What follows belongs to an exercise in optimizing a design on an open flow for small area; a production flow would make more cautious choices.
Where RTL was checked, it was by simulation tests only, not by an equivalence proof against the original.

Setup of the baseline:
==> flow/design.v <==
`timescale 1ns / 1ps
module snake_game(
    input clk,
    input resetButton,
    input palette,
    input step,
    input up, down, left, right,
    output [3:0]r,
    output [3:0]g,
    output [3:0]b,
    output vsync,
    output hsync,
    output [7:0]anode,
    output wire A,
    output wire B,
    output wire C,
    output wire D,
    output wire E,
    output wire F,
    output wire G,
    output wire [7:0] score_cnt
    );
    reg [5:0] col;    
    reg [4:0] xm;     
    reg [4:0] row;    
    reg [4:0] ym;     
    reg [2:0] row5;   
    wire xm_end = (xm == 5'd19);
    always @(posedge clk) begin
        if (resetButton) begin
            col <= 0; xm <= 0; row <= 0; ym <= 0; row5 <= 0;
        end else begin
            if (xm_end) begin
                xm <= 0;
                if (col == 6'd39) begin
                    col <= 0;
                    if (row == 5'd26 && ym == 5'd4) begin
                        row <= 0; ym <= 0; row5 <= 0;
                    end else if (ym == 5'd19) begin
                        ym <= 0; row <= row + 1'b1;
                        row5 <= (row5 == 3'd4) ? 3'd0 : row5 + 1'b1;
                    end else
                        ym <= ym + 1'b1;
                end else
                    col <= col + 1'b1;
            end else
                xm <= xm + 1'b1;
        end
    end
    wire hs_on = ((col > 6'd33) || (col == 6'd33 && xm >= 5'd9)) &&
                 ((col < 6'd38) || (col == 6'd38 && xm <= 5'd4));
    assign hsync = ~hs_on;
    assign vsync = ~(row == 5'd24 && (ym == 5'd17 || ym == 5'd18));
    wire di = (col < 6'd32) && (row < 5'd24);
    reg [3:0] btn_d;           
    reg       pend_v;          
    reg [1:0] pend_c;
    reg       dir_none;        
    reg [1:0] dir_c;           
    wire [3:0] btn = {up, down, left, right};
    wire [3:0] clean = btn & btn_d;
    always @(posedge clk) begin
        btn_d <= btn;
        pend_v <= |clean;
        pend_c <= clean[3] ? 2'b10 : clean[2] ? 2'b01 : clean[1] ? 2'b00 : 2'b11;
        if (resetButton)
            dir_none <= 1'b1;
        else if (pend_v) begin
            dir_none <= 1'b0;
            dir_c <= pend_c;
        end
    end
    reg [4:0] hc, hr;           
    reg [39:0] mv;              
    reg [7:0] score;            
    reg [3:0] dones;            
    reg endgame;
    reg [1:0] delta;            
    reg [4:0] ac, ar;           
    assign score_cnt = score;
    wire restart = resetButton || (step && (endgame || dir_none));
    wire [8:0] nscore = {1'b0, score} + {7'b0, delta};
    wire [3:0] sones = dones + {2'b0, delta};
    wire [3:0] nones = nscore[8] ? {2'b0, nscore[1:0]} :
                       (sones >= 4'd10) ? sones - 4'd10 : sones;
    always @(posedge clk) begin
        if (restart) begin
            hc <= 5'd19; hr <= 5'd14;
            mv[3:0] <= 4'b1111;
            score <= 0;
            dones <= 0;
        end else if (step) begin
            case (dir_c)
                2'b11: hc <= hc + 1'b1;
                2'b00: hc <= hc - 1'b1;
                2'b01: hr <= hr - 1'b1;
                2'b10: hr <= hr + 1'b1;
            endcase
            mv <= {mv[37:0], dir_c};
            score <= nscore[7:0];
            dones <= nones;
        end
    end
    wire [5:0] dx6 = {1'b0, hc} - col;
    wire [5:0] dy6 = {1'b0, hr} - {1'b0, row};
    wire [5:0] dp = dx6 + dy6;
    wire [5:0] dq = dx6 - dy6;
    wire rp = dp[0];
    wire [4:0] cp [0:10];
    wire [4:0] cq [0:10];
    assign cp[0] = dp[5:1];
    assign cq[0] = dq[5:1];
    wire [9:0] phit;       
    wire [19:0] bump;      
    wire [10:0] fp0, fp1, fq0, fq1;
    genvar i;
    generate
        for (i = 0; i < 11; i = i + 1) begin : fl
            assign fp0[i] = (cp[i] == 5'd0);
            assign fp1[i] = (cp[i] == 5'h1F);
            assign fq0[i] = (cq[i] == 5'd0);
            assign fq1[i] = (cq[i] == 5'h1F);
        end
        for (i = 0; i < 10; i = i + 1) begin : chain
            wire [1:0] ma = mv[4*i+1:4*i];
            snake_link2 link(.tp(cp[i]), .tq(cq[i]), .ma(ma), .mb(mv[4*i+3:4*i+2]),
                .op(cp[i+1]), .oq(cq[i+1]));
            assign phit[i] = rp ? ((ma[1] ? fp0[i] : fp1[i]) & (ma[0] ? fq0[i] : fq1[i])) :
                                  (fp0[i+1] & fq0[i+1]);
            assign bump[2*i] = 1'b0;
            if (i == 0) begin : b0
                assign bump[1] = (mv[1] != mv[3]) && (mv[0] != mv[2]);
            end else begin : b1
                localparam W = (i + 1 < 4) ? 2 : (i + 1 < 8) ? 3 : 4;
                assign bump[2*i+1] = ((|score[7:5]) || (score[4:0] >= 2*i)) && (cp[i+1][W-1:0] == cp[0][W-1:0]) &&
                                     (cq[i+1][W-1:0] == cq[0][W-1:0]);
            end
        end
    endgenerate
    wire border_hit = (hc == 5'd0) || (hc == 5'd31) || (hr == 5'd0) || (hr == 5'd23);
    always @(posedge clk)
        endgame <= border_hit || (|bump);
    reg [4:0] q;
    reg [4:0] c28;    
    reg [4:0] c20;    
    wire eat = (hc == ac) && (hr == ar);
    always @(posedge clk) begin
        if (resetButton || endgame) begin
            ac <= 5'd10; ar <= 5'd12;
            q <= 5'd30; c28 <= 5'd15; c20 <= 5'd3;
            delta <= 0;
        end else begin
            if (q == 5'd20 && c28 == 5'd27 && c20 == 5'd3) begin
                q <= 5'd1; c28 <= 5'd3; c20 <= 5'd3;
            end else begin
                c28 <= (c28 == 5'd30) ? 5'd3 : c28 + 1'b1;
                c20 <= (c20 == 5'd22) ? 5'd3 : c20 + 1'b1;
                if (c28 == 5'd30 && c20 == 5'd22)
                    q <= {q[3:0], q[4] ^ q[2]};
            end
            delta <= (step ? 2'd0 : delta) + eat;
            if (eat) begin
                ac <= c28;
                ar <= c20;
            end
        end
    end
    wire apple_pix = (col[4:0] == ac) && (row == ar);
    wire head_pix = ~rp & fp0[0] & fq0[0];
    wire border_pix = (col == 6'd0 && xm < 5'd10) || (col == 6'd31 && xm > 5'd10) ||
                      (row == 5'd0 && ym < 5'd10) || (row == 5'd23 && ym > 5'd10);
    wire grid_pix = (xm == 5'd0) || (ym == 5'd0);
    wire [3:0] code_n;
    snake_colour colour(.di(di), .endgame(endgame), .apple_pix(apple_pix), .head_pix(head_pix),
        .border_pix(border_pix), .grid_pix(grid_pix), .palette(palette), .phit(phit), .odd(~rp), .score(score), .code(code_n));
    reg [3:0] code;
    always @(posedge clk) code <= code_n;
    snake_rgb rgbdec(.code(code), .r(r), .g(g), .b(b));
    reg [2:0] refcnt;
    wire tick_line = (row5 == 3'd0 && ym == 5'd12) || (row5 == 3'd1 && ym == 5'd17) ||
                     (row5 == 3'd3 && ym == 5'd2) || (row5 == 3'd4 && ym == 5'd7);
    wire tick = tick_line && col == 6'd19 && xm_end;
    always @(posedge clk)
        if (resetButton) refcnt <= 0;
        else if (tick) refcnt <= refcnt + 1'b1;
    assign anode = ~(8'd1 << refcnt);
    snake_seg7 seg7(.refcnt(refcnt), .score(score), .ones(dones), .seg({A, B, C, D, E, F, G}));
endmodule
module snake_link2(
    input [4:0] tp, tq,
    input [1:0] ma, mb,
    output [4:0] op, oq
    );
    function [4:0] incdec(input [4:0] x, input e, input s);
        integer j;
        reg c;
        begin
            c = e;
            for (j = 0; j < 5; j = j + 1) begin
                incdec[j] = x[j] ^ c;
                c = c & ~(x[j] ^ s);
            end
        end
    endfunction
    assign op = incdec(tp, ma[1] == mb[1], ~ma[1]);
    assign oq = incdec(tq, ma[0] == mb[0], ~ma[0]);
endmodule
module snake_colour(
    input di, endgame, apple_pix, head_pix, border_pix, grid_pix, palette,
    input [9:0] phit,
    input odd,
    input [7:0] score,
    output reg [3:0] code
    );
    reg hit_any;
    reg [3:0] fpair;
    integer k;
    always @(*) begin
        hit_any = 1'b0; fpair = 4'd0;
        for (k = 9; k >= 0; k = k - 1)
            if (phit[k]) begin
                hit_any = 1'b1; fpair = k;
            end
    end
    wire [4:0] fidx = {fpair, odd};
    wire fpar = odd;
    reg [1:0] fm3;
    always @(*) fm3 = fidx % 3;
    wire seg_any = hit_any && ((|score[7:5]) || ({1'b0, fidx} <= {1'b0, score[4:0]} + 6'd1));
    always @(*) begin
        if (!di) code = 4'd8;
        else if (endgame) code = 4'd9;
        else if (apple_pix) code = palette ? 4'd0 : 4'd1;
        else if (head_pix) code = palette ? 4'd4 : 4'd8;
        else if (seg_any) code = palette ? (fpar ? 4'd13 : 4'd12) :
                                 (fm3 == 2'd0 ? 4'd0 : fm3 == 2'd1 ? 4'd11 : 4'd8);
        else if (border_pix) code = palette ? 4'd2 : 4'd10;
        else if (grid_pix) code = palette ? 4'd15 : 4'd3;
        else code = palette ? 4'd7 : 4'd5;
    end
endmodule
module snake_rgb(
    input [3:0] code,
    output [3:0] r, g, b
    );
    reg [11:0] rgb;
    always @(*)
        case (code)
            4'd0: rgb = 12'hF00;
            4'd1: rgb = 12'h951;
            4'd2: rgb = 12'hB52;
            4'd3: rgb = 12'h875;
            4'd4: rgb = 12'hC00;
            4'd5: rgb = 12'hBA6;
            4'd7: rgb = 12'h060;
            4'd8: rgb = 12'h000;
            4'd9: rgb = 12'h800;
            4'd10: rgb = 12'h600;
            4'd11: rgb = 12'hEE2;
            4'd12: rgb = 12'h690;
            4'd13: rgb = 12'h390;
            4'd15: rgb = 12'h136;
            default: rgb = 12'h000;
        endcase
    assign r = rgb[11:8];
    assign g = rgb[7:4];
    assign b = rgb[3:0];
endmodule
module snake_seg7(
    input [2:0] refcnt,
    input [7:0] score,
    input [3:0] ones,
    output [6:0] seg
    );
    reg [6:0] lit;    
    always @(*) begin
        case (refcnt)
            3'd0: case (ones)
                4'd0: lit = 7'b1111110;
                4'd1: lit = 7'b0110000;
                4'd2: lit = 7'b1101101;
                4'd3: lit = 7'b1111001;
                4'd4: lit = 7'b0110011;
                4'd5: lit = 7'b1011011;
                4'd6: lit = 7'b1011111;
                4'd7: lit = 7'b1110000;
                4'd8: lit = 7'b1111111;
                default: lit = 7'b1111011;
            endcase
            3'd1: begin
                if (score > 8'd59) lit = 7'b1011111;
                else if (score > 8'd49) lit = 7'b1011011;
                else if (score > 8'd39) lit = 7'b0110011;
                else if (score > 8'd29) lit = 7'b1111001;
                else if (score > 8'd19) lit = 7'b1101101;
                else if (score > 8'd9) lit = 7'b0110000;
                else lit = 7'b0000000;
            end
            3'd2: lit = 7'b0000001;
            3'd3: lit = 7'b1001111;
            3'd4: lit = 7'b1000110;
            3'd5: lit = 7'b1111110;
            3'd6: lit = 7'b1001110;
            default: lit = 7'b1011011;
        endcase
    end
    assign seg = ~lit;
endmodule
clock: 20.0 ns
lec_check: 0
cap_margin: 0
core_margin: 2
core_utilization: 72
gpl_timing_driven: 0
place_density: 0.88
slew_margin: 0
synth_hierarchical: 1
standard.sh (not shown) runs the stock make flow with config.mk's settings and CLKGATE_MAP_FILE= SYNTH_SCRIPT=/design/flow/synth_recipe.tcl, a recipe that flattens the netlist after the stock synthesis.
==> flow/flow/run.sh <==
#!/bin/bash
# Layout flow: the standard ORFS flow (standard.sh), with these changes:
#  - ABC maps the logic with an area-oriented script (Yosys, registers and
#    everything else in synthesis unchanged);
#  - ports are buffered with sky130_fd_sc_hd__buf_1;
#  - clock tree: clkbuf_8 buffers in clusters of up to 25 flip-flops, no dummy loads.
# Each tool's output goes to orfs/logs/ as usual; make's output to flow.log.
set -euo pipefail
W=$(pwd)
rm -rf "$W/scripts"
cp -r "$FLOW_HOME/scripts" "$W/scripts"
cat > "$W/scripts/abc_speed.script" <<'ABC'
&get -n
&st
&syn2
&dch -f
&nf -R 1000 -p -F 8 -A 8
&st
&syn4
&dch -f
&nf -R 1000 -p -F 8 -A 8
&st
&syn4
&dch -f
&nf -R 1000 -p -F 8 -A 8
&put
ABC
export SCRIPTS_DIR="$W/scripts"
export BUFFER_PORTS_ARGS="-buffer_cell sky130_fd_sc_hd__buf_1"
export CTS_ARGS="-sink_clustering_enable -repair_clock_nets -dont_use_dummy_load -buf_list sky130_fd_sc_hd__clkbuf_8 -sink_clustering_size 25 -sink_clustering_max_diameter 80"
bash standard.sh > "$W/flow.log" 2>&1
Edits applied to the flow inputs when going from the baseline to the candidate:
--- a/flow/design.v
+++ b/flow/design.v
@@ -77,10 +77,21 @@
     reg endgame;
     reg [1:0] delta;            
     reg [4:0] ac, ar;           
     assign score_cnt = score;
     wire restart = resetButton || (step && (endgame || dir_none));
+    function [4:0] incdec(input [4:0] x, input e, input s);
+        integer j;
+        reg c;
+        begin
+            c = e;
+            for (j = 0; j < 5; j = j + 1) begin
+                incdec[j] = x[j] ^ c;
+                c = c & ~(x[j] ^ s);
+            end
+        end
+    endfunction
     wire [8:0] nscore = {1'b0, score} + {7'b0, delta};
     wire [3:0] sones = dones + {2'b0, delta};
     wire [3:0] nones = nscore[8] ? {2'b0, nscore[1:0]} :
                        (sones >= 4'd10) ? sones - 4'd10 : sones;
     always @(posedge clk) begin
@@ -88,16 +99,12 @@
             hc <= 5'd19; hr <= 5'd14;
             mv[3:0] <= 4'b1111;
             score <= 0;
             dones <= 0;
         end else if (step) begin
-            case (dir_c)
-                2'b11: hc <= hc + 1'b1;
-                2'b00: hc <= hc - 1'b1;
-                2'b01: hr <= hr - 1'b1;
-                2'b10: hr <= hr + 1'b1;
-            endcase
+            hc <= incdec(hc, dir_c[1] == dir_c[0], dir_c[1]);
+            hr <= incdec(hr, dir_c[1] != dir_c[0], dir_c[1]);
             mv <= {mv[37:0], dir_c};
             score <= nscore[7:0];
             dones <= nones;
         end
     end
@@ -210,25 +217,32 @@
     input [9:0] phit,
     input odd,
     input [7:0] score,
     output reg [3:0] code
     );
-    reg hit_any;
-    reg [3:0] fpair;
-    integer k;
-    always @(*) begin
-        hit_any = 1'b0; fpair = 4'd0;
-        for (k = 9; k >= 0; k = k - 1)
-            if (phit[k]) begin
-                hit_any = 1'b1; fpair = k;
+    wire [9:0] first;      
+    genvar k;
+    generate
+        for (k = 0; k < 10; k = k + 1) begin : f
+            if (k == 0) begin : f0
+                assign first[k] = phit[k];
+            end else begin : f1
+                assign first[k] = phit[k] & ~|phit[k-1:0];
             end
-    end
-    wire [4:0] fidx = {fpair, odd};
+        end
+    endgenerate
+    wire g0 = first[0] | first[3] | first[6] | first[9];
+    wire g1 = first[1] | first[4] | first[7];
     wire fpar = odd;
-    reg [1:0] fm3;
-    always @(*) fm3 = fidx % 3;
-    wire seg_any = hit_any && ((|score[7:5]) || ({1'b0, fidx} <= {1'b0, score[4:0]} + 6'd1));
+    wire [1:0] fm3 = odd ? (g0 ? 2'd1 : g1 ? 2'd0 : 2'd2) : (g0 ? 2'd0 : g1 ? 2'd2 : 2'd1);
+    wire [9:0] visk;
+    generate
+        for (k = 0; k < 10; k = k + 1) begin : v
+            assign visk[k] = (|score[7:5]) || ({1'b0, score[4:0]} + 6'd1 >= 2*k + odd);
+        end
+    endgenerate
+    wire seg_any = |(first & visk);
     always @(*) begin
         if (!di) code = 4'd8;
         else if (endgame) code = 4'd9;
         else if (apple_pix) code = palette ? 4'd0 : 4'd1;
         else if (head_pix) code = palette ? 4'd4 : 4'd8;
Findings:
Number of enable-type register cells in the synthesized netlist: the baseline vs the candidate identical
Relative to the baseline, worst setup slack has increased by 1.56 ns in the candidate.
Fraction of final layout cells with drive strength greater than 1 delta for the candidate relative to the baseline: 0.19 points higher
The baseline → the candidate: area fraction in and, or, nand and nor cells after synthesis went up by 1.5 points, post-route clock period utilization lost 7.8 points.

* * *

snake_game, a different RTL version from the one above (not shown whole).
For scale: roughly 1400 cells after synthesis, roughly 130 flip-flops, ~45 I/O pins.
==> flow/config.mk <==
export PLATFORM = sky130hd
export DESIGN_NAME = snake_game
export DESIGN_NICKNAME = snake_game
export VERILOG_FILES = /design/flow/design.v
export SDC_FILE = /design/flow/constraint.sdc
export NUM_CORES = 4
export LEC_CHECK = 0
export CAP_MARGIN = 0
export CORE_MARGIN = 2
export CORE_UTILIZATION = 60
export GPL_TIMING_DRIVEN = 0
export PLACE_DENSITY = 0.75
export SLEW_MARGIN = 0
export SYNTH_HIERARCHICAL = 1
==> flow/constraint.sdc <==
create_clock -name core_clock -period 20.0 [get_ports {clk}]
set_input_delay 4.0000 -clock core_clock [delete_from_list [all_inputs] [get_ports {clk}]]
set_output_delay 4.0000 -clock core_clock [all_outputs]
set_load 0.01 [all_outputs]
==> flow/flow/run.sh <==
#!/bin/bash
# Layout flow: the standard ORFS flow (standard.sh), with these changes:
#  - ABC maps the logic with an area-oriented script (Yosys, registers and
#    everything else in synthesis unchanged);
#  - ports are buffered with sky130_fd_sc_hd__buf_1;
#  - clock tree: clkbuf_8 buffers in clusters of up to 25 flip-flops, no dummy loads.
# Each tool's output goes to orfs/logs/ as usual; make's output to flow.log.
set -euo pipefail
W=$(pwd)
rm -rf "$W/scripts"
cp -r "$FLOW_HOME/scripts" "$W/scripts"
cat > "$W/scripts/abc_speed.script" <<'ABC'
&get -n
&st
&syn2
&dch -f
&nf -R 1000 -p
&st
&syn4
&dch -f
&nf -R 1000 -p
&st
&syn4
&dch -f
&nf -R 1000 -p
&put
ABC
export SCRIPTS_DIR="$W/scripts"
export BUFFER_PORTS_ARGS="-buffer_cell sky130_fd_sc_hd__buf_1"
export CTS_ARGS="-sink_clustering_enable -repair_clock_nets -dont_use_dummy_load -buf_list sky130_fd_sc_hd__clkbuf_8 -sink_clustering_size 25 -sink_clustering_max_diameter 80"
bash standard.sh > "$W/flow.log" 2>&1
Then changed:
--- a/flow/design.v
+++ b/flow/design.v
@@ -126,19 +126,19 @@
             snake_link2 link(.tp(cp[i]), .tq(cq[i]), .ma(ma), .mb(mv[4*i+3:4*i+2]),
                 .op(cp[i+1]), .oq(cq[i+1]));
             assign phit[i] = rp ? (((ma[1] == ma[0]) ? fp0[i] : fp1[i]) & (ma[0] ? fq1[i] : fq0[i])) :
                                   (fp0[i+1] & fq0[i+1]);
             assign bump[2*i] = 1'b0;
             if (i == 0) begin : b0
                 assign bump[1] = (mv[1] == mv[3]) && (mv[0] != mv[2]);
             end else begin : b1
                 localparam W = (i + 1 < 4) ? 2 : (i + 1 < 8) ? 3 : 4;
-                assign bump[2*i+1] = (score > 2*i - 1) && (cp[i+1][W-1:0] == cp[0][W-1:0]) &&
+                assign bump[2*i+1] = ((|score[7:5]) || (score[4:0] >= 2*i)) && (cp[i+1][W-1:0] == cp[0][W-1:0]) &&
                                      (cq[i+1][W-1:0] == cq[0][W-1:0]);
             end
         end
     endgenerate
     wire border_hit = (hc == 5'd0) || (hc == 5'd31) || (hr == 5'd0) || (hr == 5'd23);
     always @(posedge clk)
         endgame <= border_hit || (|bump);
     reg [4:0] q;
     reg [4:0] c28;    
@@ -221,19 +221,19 @@
         for (k = 9; k >= 0; k = k - 1)
             if (phit[k]) begin
                 hit_any = 1'b1; fpair = k;
             end
     end
     wire [4:0] fidx = {fpair, odd};
     wire fpar = odd;
     reg [1:0] fm3;
     always @(*) fm3 = fidx % 3;
-    wire seg_any = hit_any && (fidx < 5'd2 || {3'b0, fidx} <= score + 8'd1);
+    wire seg_any = hit_any && ((|score[7:5]) || ({1'b0, fidx} <= {1'b0, score[4:0]} + 6'd1));
     always @(*) begin
         if (!di) code = 4'd8;
         else if (endgame) code = 4'd9;
         else if (apple_pix) code = palette ? 4'd0 : 4'd1;
         else if (head_pix) code = palette ? 4'd4 : 4'd8;
         else if (seg_any) code = palette ? (fpar ? 4'd13 : 4'd12) :
                                  (fm3 == 2'd0 ? 4'd0 : fm3 == 2'd1 ? 4'd11 : 4'd8);
         else if (border_pix) code = palette ? 4'd2 : 4'd10;
         else if (grid_pix) code = palette ? 4'd15 : 4'd3;
=> The new run finished clean. Wire length decreases by a few percent. Clock skew decreases by 11 ps. Sequential share of layout area increases by 0.12 points. Die area decreases slightly. Non-clock buffer count increases by 2. Global-route usage increases by 0.15 points. Clock-buffer cell count stays the same. Cell count decreases slightly. Setup slack gains 550 ps. Utilization increases by 0.12 points.
Function not checked in the first run of this note: the RTL went through the layout flow alone.

==> port drivers added, routing unchanged <==
In the flow no input, the clock included, has a driving cell. The finished layouts below were timed again as built, in two steps.
Step 1, drivers: a clkbuf_16 drives clk and a buf_2 each remaining input, both assumed.
Step 2 times the ports against the registers' clock, not the clock port: input delays grow and output delays shrink by t, the midpoint of the rising clock arrivals with the driver on.
Slacks: ideal ports / drivers / drivers and shift; pairs: ideal ports / drivers.
| run | t, ns | setup WS [ns] | worst setup path after step 2 | worst register clock-pin slew, ns | worst data-port slew with drivers (ns) |
|---|---|---|---|---|---|
| the baseline | 0.480 | 7.737 / 7.737 / 7.737 | register to register | 0.08 / 0.08 | 0.05 |
| the candidate | 0.482 | 9.294 / 9.294 / 9.294 | register to register | 0.09 / 0.09 | 0.06 |
| the first run of note 2 | 0.490 | 4.753 / 4.753 / 4.753 | register to register | 0.10 / 0.10 | 0.06 |
| the second run of note 2 | 0.475 | 5.298 / 5.298 / 5.298 | register to register | 0.09 / 0.09 | 0.05 |
After both steps setup and hold are still met in every run listed.
